From an optimization exercise on the open Yosys and OpenROAD flow, aimed at small area; shortcuts taken in it are not production practice.
At most, simulation tests tie the RTL to the original design; equivalence was not proved.
No activity file was given, so power comes from the tool's default toggle rates.

Design IDPManager, start of the top module:
module IDPManager(
    input clk,
    input rst_n,
    output MEM_REQ,
    output [31:0] MEM_ADDR,
    output [3:0] MEM_CMD,
    input  [31:0] MEM_DIN,
    input  MEM_VLD,
    input  MEM_FIN,
    input  MEM_IDP_SEL,
    input  pxMem_WR_RDY,
    output pxMem_WR_VLD,
    input  pxMem_GRANT,
    output pxMem_WR_REQ,
    output [19:0] pxMem_Addr,
    output [3:0] pxMem_burst,
    output [15:0] pxMem_out,
    output [19:0] track_din,
    output track_write,
    input  IDP_START,
    output IDP_STATUS,
    input  [31:0] CFG_READ_START_ADDR,
    input  [8:0] CFG_WIDTH,
    input  [8:0] CFG_HEIGHT,
    input  [9:0] CFG_NUM_FMAP
);
Size: roughly 1300 cells after synthesis, about 380 flip-flops, roughly 200 I/O pins, about 0.018 sq mm of cells after synthesis.
==> flow/config.mk <==
export PLATFORM = sky130hd
export DESIGN_NAME = IDPManager
export DESIGN_NICKNAME = IDPManager
export VERILOG_FILES = /design/flow/design.v
export SDC_FILE = /design/flow/constraint.sdc
export NUM_CORES = 4
export LEC_CHECK = 0
export CAP_MARGIN = 20
export CORE_MARGIN = 2
export CORE_UTILIZATION = 40
export SLEW_MARGIN = 20
==> flow/constraint.sdc <==
create_clock -name core_clock -period 16.0 [get_ports {clk}]
set_input_delay 3.2000 -clock core_clock [delete_from_list [all_inputs] [get_ports {clk}]]
set_output_delay 3.2000 -clock core_clock [all_outputs]
set_load 0.01 [all_outputs]
standard.sh (not shown) runs the stock make flow with config.mk's settings and CLKGATE_MAP_FILE= SYNTH_SCRIPT=/design/flow/synth_recipe.tcl, a recipe that flattens the netlist after the stock synthesis.
==> flow/flow/run.sh <==
#!/bin/bash
# The standard layout (standard synthesis, floorplan, power grid, placement,
# CTS, routing), with two changes: port buffers use the smallest buffer cell,
# and CTS uses small clock buffers without dummy loads.
set -euo pipefail
bash standard.sh \
  "BUFFER_PORTS_ARGS=-buffer_cell sky130_fd_sc_hd__buf_1" \
  "CTS_ARGS=-sink_clustering_enable -repair_clock_nets -buf_list {sky130_fd_sc_hd__clkbuf_4} -sink_clustering_size 10 -sink_clustering_max_diameter 40 -dont_use_dummy_load" \
  finish > flow_make.log 2>&1
Change:
--- a/flow/design.v
+++ b/flow/design.v
@@ -124,33 +124,33 @@
     output IDP_STATUS,
     input  [31:0] CFG_READ_START_ADDR,
     input  [8:0] CFG_WIDTH,
     input  [8:0] CFG_HEIGHT,
     input  [9:0] CFG_NUM_FMAP
 );
-    localparam S_IDLE      = 5'd0;
-    localparam S_LOAD_CFG  = 5'd1;
-    localparam S_SM_GNT    = 5'd2;
-    localparam S_SM_CMD    = 5'd3;
-    localparam S_SM_WAIT   = 5'd4;
-    localparam S_SM_WRT    = 5'd5;
-    localparam S_HAM       = 5'd6;    
-    localparam S_PX_GNT    = 5'd9;
-    localparam S_PX_CMD    = 5'd10;
-    localparam S_PX_WAIT   = 5'd11;
-    localparam S_PX_WRT    = 5'd12;
-    localparam S_MOVE      = 5'd13;
-    localparam S_DEC       = 5'd14;
-    localparam S_CPY_GNT   = 5'd15;
-    localparam S_CPY_CMD   = 5'd16;
-    localparam S_BURST     = 5'd17;
-    localparam S_CALC_COL  = 5'd18;
-    localparam S_CHK_ROW   = 5'd19;
-    localparam S_SET_ROW   = 5'd20;
-    localparam S_CHK_NEXT  = 5'd21;
-    localparam S_FINISH    = 5'd22;
+    localparam S_IDLE = 5'd0;
+    localparam S_LOAD_CFG = 5'd1;
+    localparam S_SM_GNT = 5'd4;
+    localparam S_SM_CMD = 5'd5;
+    localparam S_SM_WAIT = 5'd6;
+    localparam S_SM_WRT = 5'd7;
+    localparam S_HAM = 5'd3;    
+    localparam S_PX_GNT = 5'd8;
+    localparam S_PX_CMD = 5'd9;
+    localparam S_PX_WAIT = 5'd10;
+    localparam S_PX_WRT = 5'd11;
+    localparam S_MOVE = 5'd12;
+    localparam S_DEC = 5'd13;
+    localparam S_CPY_GNT = 5'd16;
+    localparam S_CPY_CMD = 5'd17;
+    localparam S_BURST = 5'd18;
+    localparam S_CALC_COL = 5'd20;
+    localparam S_CHK_ROW = 5'd21;
+    localparam S_SET_ROW = 5'd22;
+    localparam S_CHK_NEXT = 5'd23;
+    localparam S_FINISH = 5'd2;
     reg [4:0] state, next_state;
     reg [31:0] ext_addr;
     reg [19:0] pxm_addr;
     reg [9:0]  cur_idx;     
     reg [4:0]  cur_col;     
     reg [8:0]  cur_row;     
@@ -282,13 +282,15 @@
                        ((ext_addr[3] & f[1]) | ((ext_addr[3] ^ f[1]) &
                        ((ext_addr[2] & f[0]) | ((ext_addr[2] ^ f[0]) & c2)))));
     assign ext_next[4:2] = lo_sum[2:0];
     inc #(27) u_ehi (.a(ext_addr[31:5]), .ci(lo_sum[3]), .s(ext_next[31:5]));
     wire [19:0] pxm_next;
     inc #(20) u_pxm (.a(pxm_addr), .ci(st_burst), .s(pxm_next));
-    wire rot = st_burst | (state == S_DEC) | ((state == S_MOVE) & ~cur_SM[15]);
+    wire rot = st_burst | (state == S_DEC) | ((state == S_MOVE) & ~cur_SM[15]) |
+               (state == S_CALC_COL) | (state == S_CHK_ROW) | (state == S_SET_ROW) |
+               (state == S_IDLE) | (state == S_LOAD_CFG) | (state == S_FINISH);
     always @(posedge clk, negedge rst_n) begin
         if (~rst_n) begin
             state    <= S_IDLE;
             ext_addr <= 32'd0;
             pxm_addr <= 20'd0;
         end else begin
@@ -315,14 +317,14 @@
             end else
                 cur_col <= col_inc;
         end else if (state == S_SET_ROW) begin
             cur_idx <= ~CFG_NUM_FMAP;
             cur_row <= row_inc;
         end
-        if (state == S_SM_WRT) cur_SM <= MEM_DIN[31:16];
-        else if ((state == S_CHK_NEXT) & ~bempty) cur_SM <= bout;
+        if (state[4:2] == 3'b001) cur_SM <= MEM_DIN[31:16];
+        else if (state == S_CHK_NEXT) cur_SM <= bout;
         else if (rot) cur_SM <= {cur_SM[14:0], cur_SM[15]};
-        if ((state == S_SM_WRT) | (state == S_CHK_NEXT)) cnt <= 4'd9;
+        if ((state[4:2] == 3'b001) | (state == S_CHK_NEXT)) cnt <= 4'd9;
         else if ((state == S_HAM) | (state == S_DEC) | ((state == S_MOVE) & ~cur_SM[15]))
             cnt <= cnt_inc;
     end
 endmodule
Outcome: First-iteration DRC count rises by about a fifth; clock power falls by roughly a tenth; synthesized cell count went up by a few percent; global-route usage rose by 0.47 points; fmax shrinks slightly; wire length increases by a few percent.
Only the layout flow was run in the second run of this note; the RTL was not checked for function there.

## separate check: timing with driven ports
How much do the figures lean on ideal ports? The routed layouts below were timed once more, with nothing changed but the port constraints. Step 1 assumes that a clkbuf_16 drives the clock port and a buf_2 every other input. Step 2 adds t to the input delays and takes it off the output delays; t is the mean of the earliest and latest rising clock arrival at the registers after step 1. Input paths then give back, and output paths get back, about the clock's delay inside the block. Slacks: no drivers / after step 1 / after step 2; pairs: no drivers / after step 1.
| run | t, ns | setup slack, ns | worst slew at a driven data input, ns |
|---|---|---|---|
| the first run | 0.834 | 0.953 / 0.932 / 0.932 | 0.07 |
| the second run | 0.748 | 0.795 / 0.774 / 0.774 | 0.08 |
After both steps setup and hold are still met in every run listed.
